This design comes from an exercise in tuning for small area and a short achievable clock period on the open sky130 flow, not from production work. In this exercise RTL edits were held to simulation tests only and were not proved equivalent to the original. Power is estimated from default activity; no workload was simulated.

**design/flow/config.mk**
```make
export PLATFORM = sky130hd
export DESIGN_NAME = pipeline
export DESIGN_NICKNAME = pipeline
export VERILOG_FILES = /design/flow/design.v
export SDC_FILE = /design/flow/constraint.sdc
export NUM_CORES = 4
export LEC_CHECK = 0
export CAP_MARGIN = 20
export CORE_MARGIN = 2
export CORE_UTILIZATION = 40
export SLEW_MARGIN = 20
```
**design/flow/constraint.sdc**
```tcl
create_clock -name core_clock -period 6.0 [get_ports {clk}]
set_input_delay 1.2000 -clock core_clock [delete_from_list [all_inputs] [get_ports {clk}]]
set_output_delay 1.2000 -clock core_clock [all_outputs]
set_load 0.01 [all_outputs]
```
**design/flow/design.v**
```verilog
module pipeline(
	input				clk,			 
	input				rst_n,		 
	output [9:0]	imem_addr,	 
	input  [15:0]	imem_data,	 
	output			wb_en,		 
	output [3:0]	wb_addr,		 
	output [15:0]	wb_data		 
);
integer i;
reg mult, mult1, mult2, mult3;  
reg [9:0] PC;						 
reg [15:0] IRF; 					 
reg [15:0] IRD; 					 
reg [15:0] IRE; 					 
reg [15:0] IRM0;
reg [15:0] IRM1;
reg [15:0] IRM2;
reg [15:0] IRM3;
reg [15:0] aux1;
reg [15:0] aux2;
reg [15:0] aux3;
reg [15:0] IRW; 					 
reg [15:0] registers [15:0];	 
reg [15:0] saida_ula; 			 
reg [15:0] saida_ulaW; 			 
reg [15:0] R1E; 					 
reg [15:0] R2E; 					 
reg [15:0] ula;					 
reg START;							 
wire run = START & rst_n;
assign imem_addr = PC;
assign wb_en   = run && (IRW != 16'b0000000000000000);
assign wb_addr = IRW[11:8];
assign wb_data = saida_ulaW;
always@(posedge clk)  
begin
		if(rst_n == 0)	 
		begin
			PC <= 1023;
			START <= 0;
			IRF <= 0;
			IRD <= 0;
		end
		else if(START == 0)	 
		begin
			START <= 1;
		end
		else	 
		begin
			IRF <= imem_data;	 
			PC <= PC + 1;			 
			IRD <= IRF;				 
		end
end
always@(posedge clk)  
begin
	if(rst_n == 0)
	begin
		mult <= 0;
		IRE <= 0;
	end
	else if(START == 1)
	begin
		R2E <= registers[IRD[3:0]];	 
		if(IRD[15:12] == 4'b0011)  
		begin
			R1E <= IRD[7:4];  
		end
		else if(IRD[15:12] == 4'b0111)  
		begin
			R1E <= IRD[7:4];
		end
		else if(IRD[15:12] == 4'b1000)  
		begin
			R1E <= IRD[7:4];
		end
		else if(IRD[15:12] == 4'b1001)  
		begin
			R1E <= IRD[7:4];
		end
		else if(IRD[15:12] == 4'b1010)  
		begin
			R1E <= IRD[7:4];
		end
		else if(IRD[15:12] == 4'b1011)  
		begin
			R1E <= IRD[7:4];
		end
		else
		begin
			R1E <= registers[IRD[7:4]];    
		end
		if(IRD[15:12] == 4'b1100)
		begin
			mult <= 1;
			IRM0 <= IRD;
			IRE <= 0;
		end
		else
		begin
			mult <= 0;
			IRE <= IRD;							 
		end
	end
end
always@(*)  
begin
		ula = saida_ula;
		if((IRE[15:12] == 4'b0001) || (IRE[15:12] == 4'b1010))		 
		begin
			ula = R1E + R2E;
		end
		else if((IRE[15:12] == 4'b0010) || (IRE[15:12] == 4'b1011))  
		begin
			ula = R1E - R2E;
		end
		if(IRE[15:12] == 4'b0011)  
		begin
			if(R2E > R1E)
			begin
				ula = 1;
			end
			else
			begin
				ula = 0;
			end
		end
		else if((IRE[15:12] == 4'b0100) || (IRE[15:12] == 4'b0111))  
		begin
			ula = R1E & R2E;
		end
		if((IRE[15:12] == 4'b0101) || (IRE[15:12] == 4'b1000))  
		begin
			ula = R1E | R2E;
		end
		else if((IRE[15:12] == 4'b0110) || (IRE[15:12] == 4'b1001))  
		begin
			ula = R1E ^ R2E;
		end
end
always@(posedge clk)  
begin
	if(rst_n == 0)
	begin
		saida_ula <= 0;
		IRW <= 0;
	end
	else if(START == 1)
	begin
		saida_ula <= ula;
		if(mult3 == 1)  
		begin
			IRW <= IRM3;
			saida_ulaW <= aux3;
		end
		else
		begin
			IRW <= IRE;						 
			saida_ulaW <= ula;
		end
	end
end
always@(posedge clk)  
begin
	if(rst_n == 0)
	begin
		mult1 <= 0;
	end
	else if(START == 1 && mult == 1)
	begin
		mult1 <= 1;
		IRM1 <= IRM0;
		aux1 <= R1E * R2E;
	end
	else if(START == 1 && mult == 0)
	begin
		mult1 <= 0;
	end
end
always@(posedge clk)  
begin
	if(rst_n == 0)
	begin
		mult2 <= 0;
	end
	else if(START == 1 && mult1 == 1)
	begin
		mult2 <= 1;
		IRM2 <= IRM1;
		aux2 <= aux1;
	end
	else if(START == 1 && mult1 == 0)
	begin
		mult2 <= 0;
	end
end
always@(posedge clk)  
begin
	if(rst_n == 0)
	begin
		mult3 <= 0;
	end
	else if(START == 1 && mult2 == 1)
	begin
		mult3 <= 1;
		IRM3 <= IRM2;
		aux3 <= aux2;
	end
	else if(START == 1 && mult2 == 0)
	begin
		mult3 <= 0;
	end
end
always@(posedge clk)  
begin
	if(rst_n == 0)
	begin
		for(i = 0; i < 16; i = i + 1)
		begin
			registers[i] <= 16'b0000000000000000;
		end
		registers[1] <= 16'b0000000000000011;
		registers[2] <= 16'b0000000000000011;
	end
	else if(wb_en)
	begin
		registers[IRW[11:8]] <= saida_ulaW;	 
	end
end
endmodule
```
**design/flow/run.sh**
```bash
#!/bin/bash
# synth_recipe.tcl (not shown) runs the flow's synth.tcl, then flattens the netlist and writes it again
# the make line also repeats each setting of config.mk as NAME=value (left out here)
make -C /OpenROAD-flow-scripts/flow DESIGN_CONFIG=/design/flow/config.mk WORK_HOME=/design/flow/orfs CLKGATE_MAP_FILE= SYNTH_SCRIPT=/design/flow/synth_recipe.tcl finish
```
==> metrics.cfg <==
[setup_path]
max_stage_delay_ns=0.55
critPathKind=flop to flop
required_ns=6.35
worstPathMaxFanout=7
r2r_end=aux1[15]
cp.arrival_ns=6.04
cp_common_cell=fa_1
cp_top_family=adder cells
worstSetupStartpointType=flop
critPathSlowestCell=fa_1
endpoint=aux1[15]
startpoint=R2E[5]
r2r_slack_ns=0.31
r2r_start=R2E[5]
path_buf_inv=3
rr_worst_depth=18
worst-path-stages=18
crit_path_end_kind=flop
cp_cell_sequence=ha_1 -> xnor2_1 -> ha_1 -> a31oi_1 -> fa_1 -> fa_1 -> fa_1 -> inv_1 -> fa_1 -> inv_1 -> fa_1 -> inv_1 -> ha_1 -> and2_1 -> o21ai_0 -> o21ai_0 -> o41ai_1 -> xnor2_1

[floorplanning]
die_w_um=271.7
die-area_um2=73790
ios=49
rows=98
core-area_um2=71240
die_h_um=271.7
initial_core_util_pct=40.22

[finish]
fin_nets=2519
area_delta_synth_final_pct=11.60
largest_reg_flops=256
drive_above_1_share_pct=14.54
largest_register=registers
antennaDiodeCount=0
fillerInstances=6448

[logic_synthesis]
yosysWarnings=1
avgSynthCellArea_um2=12.35
yosys-top-cells-area=edfxtp_1, mux4_2, dfxtp_1, fa_1, nor2_1
synth_area_um2=28650
postSynth.topFlopCell=edfxtp_1
synth.yosys.seq_area_share_pct=50.51
yosys-top-cells-count=edfxtp_1, nor2_1, nand2_1
synth_edf_count=416
syn_inst=2321
synthArstFlopShare_pct=0
syn-num-nets=2520
ys_seq_elements=515
yosysMostFrequentCell=edfxtp_1
synth.distinct_cells=84
yosysTopAreaCellShare_pct=43.59
synth_area_leader_cell=edfxtp_1

[grt]
grt_usage_pct=21.80
grt_first_pass_wirelength_um=121800
antenna_found_initial=1
grt_max_degree=76
grt_pass1_vias=18967
grt-ovfl-total=0

[place]
post-place-ws_ns=0.3540
hpwl_um=60140
gp_congestion=0.9055
io_buffers=48

[timing]
finalWorstSetupSlack_ns=0.3091
fin_crit_sh_pct=94.85
fin_crit_ns=5.691
relSlewSlack_pct=27.13
finalSetupViolCount=0
setup_tns_ns=0
grt_setup_unrepaired=no
finalMaxSlewViolations=0
report.final.hold_viol_count=0
worst_slew_pin_slew_ns=1.089
clock_skew_ns=0.02302
fmax_mhz=175.7

[hold_path]
hold_class=flop to flop

[clock_network]
ctsHoldBuffers=0
cts.clk_slew.worst_paths_ns=0.06
clkLatencyLatePin_ns=0.62
post_cts_buffers=0
ctsRootBufferMaster=clkbuf_16
post_cts_resize_count=0
cts.htree.levels=2
clockBufferDepth=3
cts_tree=built
clkSinkCount=515
cts_buffers=54

[drt]
first_iter_violations=2036
detailroute.via_count=18795
firstDrtPassIters=7
wl_per_cell_um=24.21
drt-vias-per-instance=5.668
finalWirelength_um=80300
ant_nets=0
drc=0

[power]
power_per_cell_area_nw_per_um2=326.1
leakage_nw=11.93
irDropWorstVdd_v=0.0002540

[run]
maxCapViolCount=0

[status]
status=no timing/DRC/antenna violations

-- worst min path at each step --
stage,start,end,slack [ns],cells past startpoint
final,IRM0[10],IRM1[10],0.41,0
after global routing,IRM0[10],IRM1[10],0.42,0
after CTS,IRM1[2],IRM2[2],0.41,0
after detailed placement,IRM2[2],IRM3[2],0.40,0
after global placement,IRM2[0],IRM3[0],0.40,0
after floorplan,IRM0[0],IRM1[0],0.40,0
-- power by group --
part | leakage, nW | switching [mW] | total (mW) | internal, mW
logic | 6.08 | 1.52 | 2.71 | 1.19
registers | 4.93 | 0.129 | 4.21 | 4.08
clock network | 0.925 | 1.44 | 3.51 | 2.07
-- routing by layer --
layer | vias up | global-route usage (%) | wire length (µm)
met5 | - | 0 | 13
met2 | 691 | 36.57 | 39370
met3 | 108 | 2.919 | 4556
met1 | 9608 | 29.80 | 34210
li1 | 8386 | - | -
met4 | 2 | 5.899 | 2136
-- metrics by stage --
step                      hold slack (ns)  utilization [%]  power [mW]  cells  cell area, µm²
final                              0.4117            44.89       10.43   3316           31980
after global routing               0.4210            44.89       10.96   3316           31980
after CTS                          0.4127            44.89       10.51   3316           31980
after global placement             0.4010            42.25       6.962   3214           30100
after detailed placement           0.4045            42.25       6.993   3214           30100
after floorplan                    0.4003                -       6.199   2321           28660
-- layout by cell type, fill, tap and decap left out, drive strengths merged, types with 6 or more instances in the layout --
master,synthesis,final
edfxtp,416,416
nor2,344,344
nand2,185,185
inv,167,169
mux4,160,160
ha,100,100
dfxtp,99,99
fa,81,81
clkbuf,116,77
a21oi,71,71
o21ai,66,66
nor2b,59,59
mux2i,54,54
buf,40,52
clkdlybuf4s50,0,47
and3,42,42
xnor2,39,39
a22o,25,25
nand3,19,19
clkinv,1,18
nand2b,17,17
o211a,16,16
a21o,15,15
nor3,15,15
xor2,13,13
o22ai,12,12
mux2,10,10
o211ai,10,10
a31oi,9,9
o221ai,9,9
a211oi,9,9
a221o,7,7
nand4,6,6
a22oi,6,6
bufinv,0,6
nor4,6,6
-- cell families (layout without fill, tap and decap cells) --
logic type                 Yosys count  in the layout  share of synthesized area (%)
buffers and inverters              324            369                          4.419
xor gates and xnor gates            52             52                          1.589
DFF                                515            515                          50.51
and+or+nand+nor                    715            715                          10.95
muxes                              224            224                          14.85
adders and majority gates          181            181                          10.03
AOI/OAI and AO/OA                  310            310                          7.654
-- layout make-up --
class	count	area (µm²)	share of cell area, %
flip-flops and latches	515	14490	45.31
repair buffers	99	858.3	2.684
clock inverters	25	331.6	1.037
multi-input cells	1482	12930	40.44
well taps	950	1189	3.717
inverters	168	630.6	1.972
clock buffers	77	1549	4.844

-- re-timing with driven ports --
Ports are ideal in the flow. The routed layout listed here was re-timed in OpenROAD.
Step 1 sets driving cells, clkbuf_16 on the clock port and buf_2 on the other inputs (assumed; they add their load-dependent delay and slew).
Step 2 also shifts input and output timing later by t, the mid clock arrival at the registers, as if the neighbouring blocks saw the same clock.
Three values: ideal ports, drivers, drivers and shift; two values: the first two.
shift t [ns]: 0.669
slack for setup (ns): 0.309 / 0.309 / 0.309
clock arrival spread, ns: 0.023 / 0.024
worst register clock-pin slew, ns: 0.07 / 0.07
cell pins on the clock port's net: 1
After both steps this run still meets setup and hold. The setup slack of this run moves by 0.000 ns with the drivers and by 0.000 ns with both steps.
